From an optimization exercise on the open Yosys and OpenROAD flow, aimed at small area, a short achievable clock period and few clock cycles; shortcuts taken in it are not production practice.
In this exercise RTL edits were held to simulation tests only and were not proved equivalent to the original.
Power and IR drop assume default switching activity.

cedar:
==> flow/design.v <==
`timescale 1ns / 1ps
module cordic_core(input clk, input rst, input start, input [3:0] func, input [15:0] op1, input [15:0] op2,
    output busy, output done, output [31:0] result);
    reg busy_r, done_r;
    reg prep, first;
    reg [1:0] pst;
    reg [3:0] f;
    reg m_cir, m_asn, m_acs, m_hro, m_hve;
    reg [3:0] cnt;
    reg signed [15:0] x, y, t;
    reg [15:0] z;
    reg r16, rhi;
    reg lt, zsg, ypos;
    assign busy = busy_r;
    assign done = done_r;
    assign result = {{15{rhi}}, r16, z};
    wire circular = (f[3:1] == 3'd0) | (f[3:1] == 3'd1);
    wire m_ln = f[3];
    wire m_hrot = (f == 4'd4) | (f == 4'd5) | (f == 4'd6);
    reg [15:0] rom;
    always @(*)
    begin
        if(circular)
            case(cnt)
                4'd0: rom = 16'b0011001001000011;
                4'd1: rom = 16'b0001110110101100;
                4'd2: rom = 16'b0000111110101101;
                4'd3: rom = 16'b0000011111110101;
                4'd4: rom = 16'b0000001111111110;
                4'd5: rom = 16'b0000000111111111;
                4'd6: rom = 16'b0000000011111111;
                4'd7: rom = 16'b0000000001111111;
                4'd8: rom = 16'b0000000000111111;
                4'd9: rom = 16'b0000000000011111;
                4'd10: rom = 16'b0000000000001111;
                4'd11: rom = 16'b0000000000000111;
                4'd12: rom = 16'b0000000000000011;
                4'd13: rom = 16'b0000000000000001;
                default: rom = 16'd0;
            endcase
        else if(m_ln)
            case(cnt)
                4'd1: rom = 16'b0100011001001110;
                4'd2: rom = 16'b0010000010110000;
                4'd3: rom = 16'b0001000000010100;
                4'd4: rom = 16'b0000100000000010;
                4'd5: rom = 16'b0000010000000000;
                4'd6: rom = 16'b0000001000000000;
                4'd7: rom = 16'b0000000100000000;
                4'd8: rom = 16'b0000000010000000;
                4'd9: rom = 16'b0000000001000000;
                4'd10: rom = 16'b0000000000100000;
                4'd11: rom = 16'b0000000000010000;
                4'd12: rom = 16'b0000000000001000;
                4'd13: rom = 16'b0000000000000100;
                4'd14: rom = 16'b0000000000000010;
                default: rom = 16'd0;
            endcase
        else
            case(cnt)
                4'd1: rom = 16'b0010001100100111;
                4'd2: rom = 16'b0001000001011000;
                4'd3: rom = 16'b0000100000001010;
                4'd4: rom = 16'b0000010000000001;
                4'd5: rom = 16'b0000001000000000;
                4'd6: rom = 16'b0000000100000000;
                4'd7: rom = 16'b0000000010000000;
                4'd8: rom = 16'b0000000001000000;
                4'd9: rom = 16'b0000000000100000;
                4'd10: rom = 16'b0000000000010000;
                4'd11: rom = 16'b0000000000001000;
                4'd12: rom = 16'b0000000000000100;
                4'd13: rom = 16'b0000000000000010;
                4'd14: rom = 16'b0000000000000001;
                default: rom = 16'd0;
            endcase
    end
    wire d0 = ~t[15] & (t != 16'd0);
    wire mc = ({x[1:0], 4'd0} < x[5:0]);
    wire pp1 = (pst == 2'd2);
    wire sub_x = (m_cir & y[15]) | (m_asn & lt) | (m_acs & lt) | (m_hro & zsg) | (m_hve & ypos) | pp1;
    wire sub_y = (m_cir & ~y[15]) | (m_asn & ~lt) | (m_acs & ~lt) | (m_hro & zsg) | (m_hve & ypos);
    wire sub_z = (m_cir & y[15]) | (m_asn & ~lt) | (m_acs & lt) | (m_hro & ~zsg) | (m_hve & ~ypos);
    wire cin_x = pp1 ? ~mc : sub_x;
    wire signed [15:0] xs = x >>> cnt;
    wire signed [15:0] ys = y >>> cnt;
    wire [16:0] zs = first ? {1'b0, (m_hrot ? t : 16'h0000)} : {r16, z};
    wire [15:0] yb = xs ^ {16{sub_y}};
    wire [16:0] xn = {x[15], x} + ({ys[15], ys} ^ {17{sub_x}}) + {16'd0, cin_x};
    wire [15:0] yn = y + yb + {15'd0, sub_y};
    wire [16:0] zn = zs + ({1'b0, rom} ^ {17{sub_z}}) + {16'd0, sub_z};
    wire [15:0] zk = {y[14:0] | yb[14:0], sub_y};
    wire yn_zero = &(~(y ^ yb ^ zk));
    wire ypos_next = ~yn[15] & ~yn_zero;
    wire [16:0] ca = {y[15], y};
    wire [16:0] cb = {xs[15], xs} ^ {17{~lt}};
    wire [16:0] cc = ~{t[15], t};
    wire [16:0] cs_s = ca ^ cb ^ cc;
    wire [16:0] cs_c = (ca & cb) | (ca & cc) | (cb & cc);
    wire [17:0] cs_v = {cs_s, 1'b1} + {cs_c[15:0], 1'b1, ~lt};
    wire lt_next = cs_v[17];
    wire lt_first = d0 ? (t > 16'sh26DD) : (t > -16'sh26DD);
    wire [15:0] yprep = {x[15:14] - 2'b01, x[13:0]};
    wire last = (f == 4'd0 || f[3:1] == 3'd1) ? (cnt == 4'd13) :
                ((f == 4'd7 || m_ln) ? (cnt == 4'd14) : (cnt == 4'd15));
    always @(posedge clk)
    begin
        if(rst)
        begin
            busy_r <= 0;
            done_r <= 0;
            prep <= 0;
            first <= 0;
            pst <= 0;
        end
        else if(!busy_r)
        begin
            x <= op1;
            y <= op2;
            t <= op1;
            f <= func;
            m_cir <= (func[3:1] == 3'd0);
            m_acs <= (func[3:1] == 3'd1) & ~func[0];
            m_asn <= (func[3:1] == 3'd1) & func[0];
            m_hro <= (func[3:1] == 3'd2) | (func[3:0] == 4'd6);
            m_hve <= (func[3:0] == 4'd7) | func[3];
            zsg <= op1[15];
            ypos <= ~op2[15] & (op2 != 16'd0);
            cnt <= {3'd0, func[3] | func[2]};
            if(start)
            begin
                busy_r <= 1;
                done_r <= 0;
                prep <= func[3];
                first <= 1;
                pst <= 0;
            end
        end
        else if(prep)
        begin
            x <= {x[15:14] + 2'b01, x[13:0]};
            y <= yprep;
            ypos <= ~yprep[15] & (yprep != 16'd0);
            prep <= 0;
        end
        else if(pst == 2'd1)
        begin
            y <= x;
            cnt <= 4'd6;
            pst <= 2'd2;
        end
        else if(pst == 2'd2)
        begin
            x <= xn[15:0];
            cnt <= 4'd2;
            pst <= 2'd3;
        end
        else if(pst == 2'd3)
        begin
            pst <= 0;
            busy_r <= 0;
            done_r <= 1;
            r16 <= xn[16];
            if(f == 4'd1)
            begin
                z <= xn[16:1];
                rhi <= xn[16];
            end
            else
            begin
                z <= xn[15:0];
                rhi <= 0;
            end
        end
        else
        begin
            first <= 0;
            cnt <= cnt + 4'd1;
            lt <= first ? lt_first : lt_next;
            zsg <= zn[15];
            ypos <= ypos_next;
            r16 <= m_ln & zn[16];
            rhi <= 0;
            if(first && (m_asn || m_acs))
            begin
                x <= 16'h26DD;
                y <= d0 ? 16'h26DD : -16'sh26DD;
                if(m_acs)
                    z <= d0 ? 16'h6487 - 16'h3243 : 16'h6487 + 16'h3243;
                else
                    z <= d0 ? 16'h3243 : -16'sh3243;
            end
            else
            begin
                if(first && m_hro)
                begin
                    if(f == 4'd5)
                    begin
                        x <= zsg ? -16'sh2800 : 16'sh2800;
                        y <= 16'h5000;
                    end
                    else
                    begin
                        x <= 16'h5000;
                        y <= zsg ? -16'sh2800 : 16'sh2800;
                    end
                end
                else
                begin
                    x <= xn[15:0];
                    y <= yn;
                end
                z <= zn[15:0];
            end
            if(last)
            begin
                if(f == 4'd1 || f == 4'd6)
                begin
                    m_cir <= 0;
                    m_hro <= 0;
                    pst <= (f == 4'd1) ? 2'd1 : 2'd3;
                end
                else
                begin
                    busy_r <= 0;
                    done_r <= 1;
                end
                if(f == 4'd4 || f == 4'd5)
                    z <= xn[15:0];
            end
        end
    end
endmodule
clock: 12.0 ns
lec_check: 0
abc_area: 1
cap_margin: 20
core_margin: 2
core_utilization: 40
slew_margin: 20
run.sh (not shown) runs the stock make flow with config.mk's settings and CLKGATE_MAP_FILE= SYNTH_SCRIPT=/design/flow/synth_recipe.tcl, a recipe that flattens the netlist after the stock synthesis.
Testbench counts of cedar, summed over its fixed seeds: cycles 77,452.
Changes in maple relative to cedar:
-- flow/design.v --
<<< cedar, line 11
    reg [15:0] z;
    reg r16, rhi;
    reg lt, zsg, ypos;
    assign busy = busy_r;
    assign done = done_r;
>>> maple, line 11
    reg [15:0] z;
    reg r16, rhi;
    reg zsg;
    assign busy = busy_r;
    assign done = done_r;
<<< cedar, line 77
    end
    wire d0 = ~t[15] & (t != 16'd0);
    wire mc = ({x[1:0], 4'd0} < x[5:0]);
    wire pp1 = (pst == 2'd2);
>>> maple, line 77
    end
    wire d0 = ~t[15] & (t != 16'd0);
    wire lt = (y < t);
    wire ypos = ~y[15] & (y != 16'd0);
    wire mc = ({x[1:0], 4'd0} < x[5:0]);
    wire pp1 = (pst == 2'd2);
<<< cedar, line 90
    wire [15:0] yn = y + yb + {15'd0, sub_y};
    wire [16:0] zn = zs + ({1'b0, rom} ^ {17{sub_z}}) + {16'd0, sub_z};
    wire [15:0] zk = {y[14:0] | yb[14:0], sub_y};
    wire yn_zero = &(~(y ^ yb ^ zk));
    wire ypos_next = ~yn[15] & ~yn_zero;
    wire [16:0] ca = {y[15], y};
    wire [16:0] cb = {xs[15], xs} ^ {17{~lt}};
    wire [16:0] cc = ~{t[15], t};
    wire [16:0] cs_s = ca ^ cb ^ cc;
    wire [16:0] cs_c = (ca & cb) | (ca & cc) | (cb & cc);
    wire [17:0] cs_v = {cs_s, 1'b1} + {cs_c[15:0], 1'b1, ~lt};
    wire lt_next = cs_v[17];
    wire lt_first = d0 ? (t > 16'sh26DD) : (t > -16'sh26DD);
    wire [15:0] yprep = {x[15:14] - 2'b01, x[13:0]};
    wire last = (f == 4'd0 || f[3:1] == 3'd1) ? (cnt == 4'd13) :
>>> maple, line 92
    wire [15:0] yn = y + yb + {15'd0, sub_y};
    wire [16:0] zn = zs + ({1'b0, rom} ^ {17{sub_z}}) + {16'd0, sub_z};
    wire [15:0] yprep = {x[15:14] - 2'b01, x[13:0]};
    wire last = (f == 4'd0 || f[3:1] == 3'd1) ? (cnt == 4'd13) :
<<< cedar, line 126
            m_hve <= (func[3:0] == 4'd7) | func[3];
            zsg <= op1[15];
            ypos <= ~op2[15] & (op2 != 16'd0);
            cnt <= {3'd0, func[3] | func[2]};
            if(start)
>>> maple, line 117
            m_hve <= (func[3:0] == 4'd7) | func[3];
            zsg <= op1[15];
            cnt <= {3'd0, func[3] | func[2]};
            if(start)
<<< cedar, line 141
            x <= {x[15:14] + 2'b01, x[13:0]};
            y <= yprep;
            ypos <= ~yprep[15] & (yprep != 16'd0);
            prep <= 0;
        end
>>> maple, line 131
            x <= {x[15:14] + 2'b01, x[13:0]};
            y <= yprep;
            prep <= 0;
        end
<<< cedar, line 177
            first <= 0;
            cnt <= cnt + 4'd1;
            lt <= first ? lt_first : lt_next;
            zsg <= zn[15];
            ypos <= ypos_next;
            r16 <= m_ln & zn[16];
            rhi <= 0;
>>> maple, line 166
            first <= 0;
            cnt <= cnt + 4'd1;
            zsg <= zn[15];
            r16 <= m_ln & zn[16];
            rhi <= 0;
Notes after the runs:
- maple | stages: all done | timing, DRC, antenna: all pass
- From cedar to maple the numbers moved as follows: area taken by flip-flops and latches dropped 2.3%, wire length down about 11%, synthesized net count lost about 11%, total power moved down, setup slack shows a reduction of 440 ps.
- Compared with cedar, maple shows a global-route wire length before repair that is about 10% lower.
- Growth of design area from synthesis to finish: maple higher than cedar
- Against cedar, maple comes in 3 higher on non-clock buffer instance count of the final layout.
Testbench counts of maple, summed over its fixed seeds: cycles 77,452.

==> re-timing with driven ports <==
How much do the figures lean on ideal ports? The routed layouts below were timed once more, with nothing changed but the port constraints.
Step 1 (the two cells are an assumption about what drives the block):
set clk [get_ports {clk}]
set_driving_cell -lib_cell sky130_fd_sc_hd__clkbuf_16 $clk
set_driving_cell -lib_cell sky130_fd_sc_hd__buf_2 [delete_from_list [all_inputs] $clk]
Step 2 also shifts input and output timing later by t, the mid clock arrival at the registers, as if the neighbouring blocks saw the same clock.
Slacks: no drivers / after step 1 / after step 2; pairs: no drivers / after step 1.
run	shift t [ns]	slack for setup (ns)	hold slack, ns	worst setup path after step 2	worst slew at a driven data input, ns
cedar	0.402	7.087 / 7.087 / 7.087	0.522 / 0.522 / 0.522	register to register	0.04
maple	0.401	6.648 / 6.648 / 6.648	0.480 / 0.480 / 0.480	register to register	0.06
After both steps setup and hold are still met in every run listed.
